This design comes from an exercise in tuning for small area and a short achievable clock period on the open sky130 flow, not from production work. Only simulation tests tie the RTL to the original design; equivalence was not proved. Power figures rest on the tool's default switching activity, not on a simulated workload.

## rev 12
==> module getOmega, before the edit <==
module getOmega(
   input clk,
   input sck,
   input mosi,
   input ssel,
   output reg [39:0] omega,
   output reg chg,
   output wire [39:0] prev
);
    reg [2:0] SCKr;
    reg [1:0] SSELr;
    reg [1:0] MOSIr;
    always @(posedge clk) begin
        SCKr  <= {SCKr[1:0], sck};
        SSELr <= {SSELr[0], ssel};
        MOSIr <= {MOSIr[0], mosi};
    end
    wire sck_rise = ~SCKr[2] & SCKr[1];
    wire idle = SSELr[1];
    reg [40:0] sr;
    always @(posedge clk)
        if (sck_rise)
            sr <= {sr[39:0], MOSIr[1]};
    always @(posedge clk) begin
        if (idle)
            omega <= sr[39:0];
        chg <= idle & (sr[39:0] != omega);
    end
    assign prev = chg ? sr[40:1] : omega;
endmodule
==> module sd2, before the edit <==
module sd2(clk, reset, en, sd_in, bs_out, bs_out_nr);
input clk, reset;
input en;
input [11:0] sd_in;
output bs_out;
output bs_out_nr;                
reg [13:0] sd_reg1;
reg [13:0] sd_reg2;
wire ns = ~sd_reg1[13];
assign bs_out = ns;
wire [11:0] v = {~sd_in[11], sd_in[10:0]};
wire [12:0] w = {~sd_in[11], sd_in[11:0]};
wire [13:0] s2;
wire c2_unused;
pfx_add #(.W(14), .L(4), .CI_LATE(0)) add2(.a(sd_reg2), .b({1'b0, ns, v}), .ci(ns), .s(s2), .co(c2_unused));
wire [13:0] nx2 = {s2[13] ^ ns, s2[12:0]};
wire [13:0] hs = sd_reg1 ^ sd_reg2 ^ {1'b0, w};
wire [12:0] hc = (sd_reg1[12:0] & sd_reg2[12:0]) | (sd_reg1[12:0] & w) | (sd_reg2[12:0] & w);
wire [13:0] s1;
wire c1_unused;
pfx_add #(.W(14), .L(4), .CI_LATE(0)) add1(.a(hs), .b({hc, ns}), .ci(ns), .s(s1), .co(c1_unused));
wire [13:0] nx1 = {s1[13] ^ ns, s1[12:0]};
wire [13:0] reg1_nx = reset ? 14'd0 : en ? nx1 : sd_reg1;
assign bs_out_nr = ~(en ? nx1[13] : sd_reg1[13]);
always @(posedge clk) begin
	sd_reg1 <= reg1_nx;
	sd_reg2 <= reset ? 14'd0 : en ? nx2 : sd_reg2;
end
endmodule
==> module main, before the edit <==
module main(
    input CLK67MHZ,
    input sckPort,
    input mosiPort,
    input sselPort,
    input resetPort,
    output upPort,
    output downPort
    );
    wire clk = CLK67MHZ;
    wire reset = resetPort;
    wire [39:0] data;
    wire        chg;
    wire [39:0] prev;
    getOmega omega(clk, sckPort, mosiPort, sselPort, data, chg, prev);
    wire [15:0] kl;
    wire [12:0] kp;
    wire [13:0] km;
    wire [3:0]  od, od_nx;
    bitShifter bs(clk, chg, prev, kl, kp, km, od, od_nx);
    wire en, en_nx, en_nr, en_rst;
    clkDivider getClk(clk, reset, od_nx, en, en_nx, en_nr, en_rst);
    wire [1:0] sdOut;
    sigma_delta_twopiece sigma_delta_twopiece(clk, reset, en, en_nr, en_rst, kl, kp, km, sdOut);
    reg d1, up_r, dn_r;
    always @(posedge clk) begin
        d1   <= sdOut[0];
        up_r <= ~(d1 & sdOut[0]);
        dn_r <= ~(d1 | sdOut[0]);
    end
    assign upPort = up_r;
    assign downPort = dn_r;
endmodule
==> module bitShifter, before the edit <==
module bitShifter(clk, chg, prev, kl, kp, km, outdivider, outdivider_nx);
input clk;
input chg;                   
input [39:0] prev;           
output reg [15:0] kl;
output reg [12:0] kp;
output reg [13:0] km;
output reg [3:0] outdivider;
output [3:0] outdivider_nx;
reg [39:0] internal_reg;
reg [3:0] countshift;
reg enable, inreg;
wire finished = |internal_reg[39:28];
assign outdivider_nx = finished ? outdivider : countshift;
always @(posedge clk) begin
    if (chg) begin
        enable <= 1'b1;
        inreg <= 1'b1;
        countshift <= 4'd0;
    end else if (enable) begin
        inreg <= 1'b0;
        if (!inreg && finished)
            countshift <= countshift + 4'd1;
    end
    if (inreg)
        internal_reg <= prev;
    else if (finished)
        internal_reg <= internal_reg >> 1;
    if (!finished) begin
        kl <= internal_reg[15:0];
        kp <= {1'b0, internal_reg[27:16]} + 13'd1;
        km <= {2'b00, internal_reg[27:16]} - 14'd1;
        outdivider <= countshift;
    end
end
endmodule
==> flow/config.mk <==
export PLATFORM = sky130hd
export DESIGN_NAME = main
export DESIGN_NICKNAME = main
export VERILOG_FILES = /design/flow/design.v
export SDC_FILE = /design/flow/constraint.sdc
export NUM_CORES = 4
export LEC_CHECK = 0
export ABC_AREA = 1
export CAP_MARGIN = 20
export CORE_MARGIN = 2
export CORE_UTILIZATION = 40
export CTS_CLUSTER_DIAMETER = 120
export CTS_CLUSTER_SIZE = 24
export SLEW_MARGIN = 20
export TNS_END_PERCENT = 10
==> flow/constraint.sdc <==
create_clock -name core_clock -period 10.0 [get_ports {CLK67MHZ}]
set_input_delay 2.0000 -clock core_clock [delete_from_list [all_inputs] [get_ports {CLK67MHZ}]]
set_output_delay 2.0000 -clock core_clock [all_outputs]
set_load 0.01 [all_outputs]
standard.sh (not shown) runs the stock make flow with config.mk's settings and CLKGATE_MAP_FILE= SYNTH_SCRIPT=/design/flow/synth_recipe.tcl, a recipe that flattens the netlist after the stock synthesis.
==> flow/flow/run.sh <==
#!/bin/bash
set -euo pipefail
bash standard.sh SETUP_SLACK_MARGIN=7.2 finish > flow_standard.log 2>&1
Changes in rev 13 relative to rev 12:
--- a/flow/design.v
+++ b/flow/design.v
@@ -4,11 +4,11 @@
    input sck,
    input mosi,
    input ssel,
    output reg [39:0] omega,
    output reg chg,
-   output wire [39:0] prev
+   output wire sr40
 );
     reg [2:0] SCKr;
     reg [1:0] SSELr;
     reg [1:0] MOSIr;
     always @(posedge clk) begin
@@ -25,11 +25,11 @@
     always @(posedge clk) begin
         if (idle)
             omega <= sr[39:0];
         chg <= idle & (sr[39:0] != omega);
     end
-    assign prev = chg ? sr[40:1] : omega;
+    assign sr40 = sr[40];
 endmodule
 module pfx_add #(parameter W = 8, parameter L = 3, parameter CI_LATE = 1) (a, b, ci, s, co);    
 	input [W-1:0] a, b;
 	input ci;
 	output [W-1:0] s;
@@ -102,30 +102,29 @@
 input en;
 input [11:0] sd_in;
 output bs_out;
 output bs_out_nr;                
 reg [13:0] sd_reg1;
-reg [13:0] sd_reg2;
+reg [13:0] sd_diff;              
 wire ns = ~sd_reg1[13];
 assign bs_out = ns;
-wire [11:0] v = {~sd_in[11], sd_in[10:0]};
 wire [12:0] w = {~sd_in[11], sd_in[11:0]};
-wire [13:0] s2;
-wire c2_unused;
-pfx_add #(.W(14), .L(4), .CI_LATE(0)) add2(.a(sd_reg2), .b({1'b0, ns, v}), .ci(ns), .s(s2), .co(c2_unused));
-wire [13:0] nx2 = {s2[13] ^ ns, s2[12:0]};
-wire [13:0] hs = sd_reg1 ^ sd_reg2 ^ {1'b0, w};
-wire [12:0] hc = (sd_reg1[12:0] & sd_reg2[12:0]) | (sd_reg1[12:0] & w) | (sd_reg2[12:0] & w);
+wire [11:0] dl = {1'b0, sd_reg1[10:0]} + {11'd0, ns};
+wire [2:0] dh = sd_reg1[13:11] + {ns, ns, 1'b1} + {2'b00, dl[11]};
+wire [13:0] nxd = {dh, dl[10:0]};
+wire [13:0] r2 = {sd_reg1[12:0], 1'b1};
+wire [13:0] hs = r2 ^ ~sd_diff ^ {1'b0, w};
+wire [12:0] hc = (r2[12:0] & ~sd_diff[12:0]) | (r2[12:0] & w) | (~sd_diff[12:0] & w);
 wire [13:0] s1;
 wire c1_unused;
 pfx_add #(.W(14), .L(4), .CI_LATE(0)) add1(.a(hs), .b({hc, ns}), .ci(ns), .s(s1), .co(c1_unused));
 wire [13:0] nx1 = {s1[13] ^ ns, s1[12:0]};
 wire [13:0] reg1_nx = reset ? 14'd0 : en ? nx1 : sd_reg1;
 assign bs_out_nr = ~(en ? nx1[13] : sd_reg1[13]);
 always @(posedge clk) begin
 	sd_reg1 <= reg1_nx;
-	sd_reg2 <= reset ? 14'd0 : en ? nx2 : sd_reg2;
+	sd_diff <= reset ? 14'd0 : en ? nxd : sd_diff;
 end
 endmodule
 module sd_two_piece #(parameter [39:0] RESETVAL = 40'd0) (clk, reset, en, kl, kp, km, sel, sd_out, sd_out_nr);
 input clk, reset;
 input en;
@@ -248,17 +247,17 @@
     );
     wire clk = CLK67MHZ;
     wire reset = resetPort;
     wire [39:0] data;
     wire        chg;
-    wire [39:0] prev;
-    getOmega omega(clk, sckPort, mosiPort, sselPort, data, chg, prev);
+    wire        sr40;
+    getOmega omega(clk, sckPort, mosiPort, sselPort, data, chg, sr40);
     wire [15:0] kl;
     wire [12:0] kp;
     wire [13:0] km;
     wire [3:0]  od, od_nx;
-    bitShifter bs(clk, chg, prev, kl, kp, km, od, od_nx);
+    bitShifter bs(clk, chg, data, sr40, kl, kp, km, od, od_nx);
     wire en, en_nx, en_nr, en_rst;
     clkDivider getClk(clk, reset, od_nx, en, en_nx, en_nr, en_rst);
     wire [1:0] sdOut;
     sigma_delta_twopiece sigma_delta_twopiece(clk, reset, en, en_nr, en_rst, kl, kp, km, sdOut);
     reg d1, up_r, dn_r;
@@ -268,14 +267,15 @@
         dn_r <= ~(d1 | sdOut[0]);
     end
     assign upPort = up_r;
     assign downPort = dn_r;
 endmodule
-module bitShifter(clk, chg, prev, kl, kp, km, outdivider, outdivider_nx);
+module bitShifter(clk, chg, inval, sr40, kl, kp, km, outdivider, outdivider_nx);
 input clk;
 input chg;                   
-input [39:0] prev;           
+input [39:0] inval;          
+input sr40;                  
 output reg [15:0] kl;
 output reg [12:0] kp;
 output reg [13:0] km;
 output reg [3:0] outdivider;
 output [3:0] outdivider_nx;
@@ -292,14 +292,14 @@
     end else if (enable) begin
         inreg <= 1'b0;
         if (!inreg && finished)
             countshift <= countshift + 4'd1;
     end
-    if (inreg)
-        internal_reg <= prev;
-    else if (finished)
-        internal_reg <= internal_reg >> 1;
+    if (inreg | finished)
+        internal_reg <= ({40{inreg & ~chg}} & inval)
+                      | ({40{inreg & chg}} & {sr40, inval[39:1]})
+                      | ({40{~inreg}} & {1'b0, internal_reg[39:1]});
     if (!finished) begin
         kl <= internal_reg[15:0];
         kp <= {1'b0, internal_reg[27:16]} + 13'd1;
         km <= {2'b00, internal_reg[27:16]} - 14'd1;
         outdivider <= countshift;
## What came out
The slowest cell on the critical path comes out dfxtp_1 in one run and buf_4 in the other, namely in rev 12 and rev 13 respectively. Against rev 12, power drawn by the combinational cells in rev 13 fell by more than half. ~same utilization in rev 13 and rev 12. Comparing rev 13 and rev 12, the higher design area was measured on rev 12. Total power: rev 13 below rev 12. Lower wire length of the first global-routing pass among rev 13 and rev 12: rev 13. Insertion delay to the later sink of the worst-skew pair: rev 12 vs rev 13, no meaningful difference. Relative to rev 12, the sequential power measured on rev 13 has decreased by a few percent. Part of the power in combinational logic was lower in the run labelled rev 13. The run with more routed wire is rev 12, not rev 13. Diff rev 12 -> rev 13 | post-CTS setup buffer count | increase of 16. Against rev 12, rev 13 reports a via count of the first global-routing pass that is lower. Rev 13 leaves less setup margin than rev 12.

separate check: timing with driven ports:
How much do the figures lean on ideal ports? The routed layouts below were timed once more, with nothing changed but the port constraints.
Step 1, drivers: a clkbuf_16 drives CLK67MHZ and a buf_2 each remaining input, both assumed.
Step 2, shift: input delay + t, output delay - t, t = (earliest + latest rising clock arrival at the registers) / 2. This alone moves slack from input paths to output paths.
Slacks: ideal / step 1 / step 2; pairs: ideal / step 1.
run | t (ns) | slack for setup (ns) | hold slack, ns | slew at the worst register clock pin (ns)
rev 12 | 0.585 | 7.038 / 6.982 / 6.579 | 0.331 / 0.331 / 0.331 | 0.10 / 0.10
rev 13 | 0.595 | 6.942 / 6.951 / 6.380 | 0.329 / 0.329 / 0.329 | 0.11 / 0.11
After both steps setup and hold are still met in every run listed. For rev 13, which loses most, drivers alone change the setup slack by +0.009 ns; drivers and shift together by -0.562 ns.
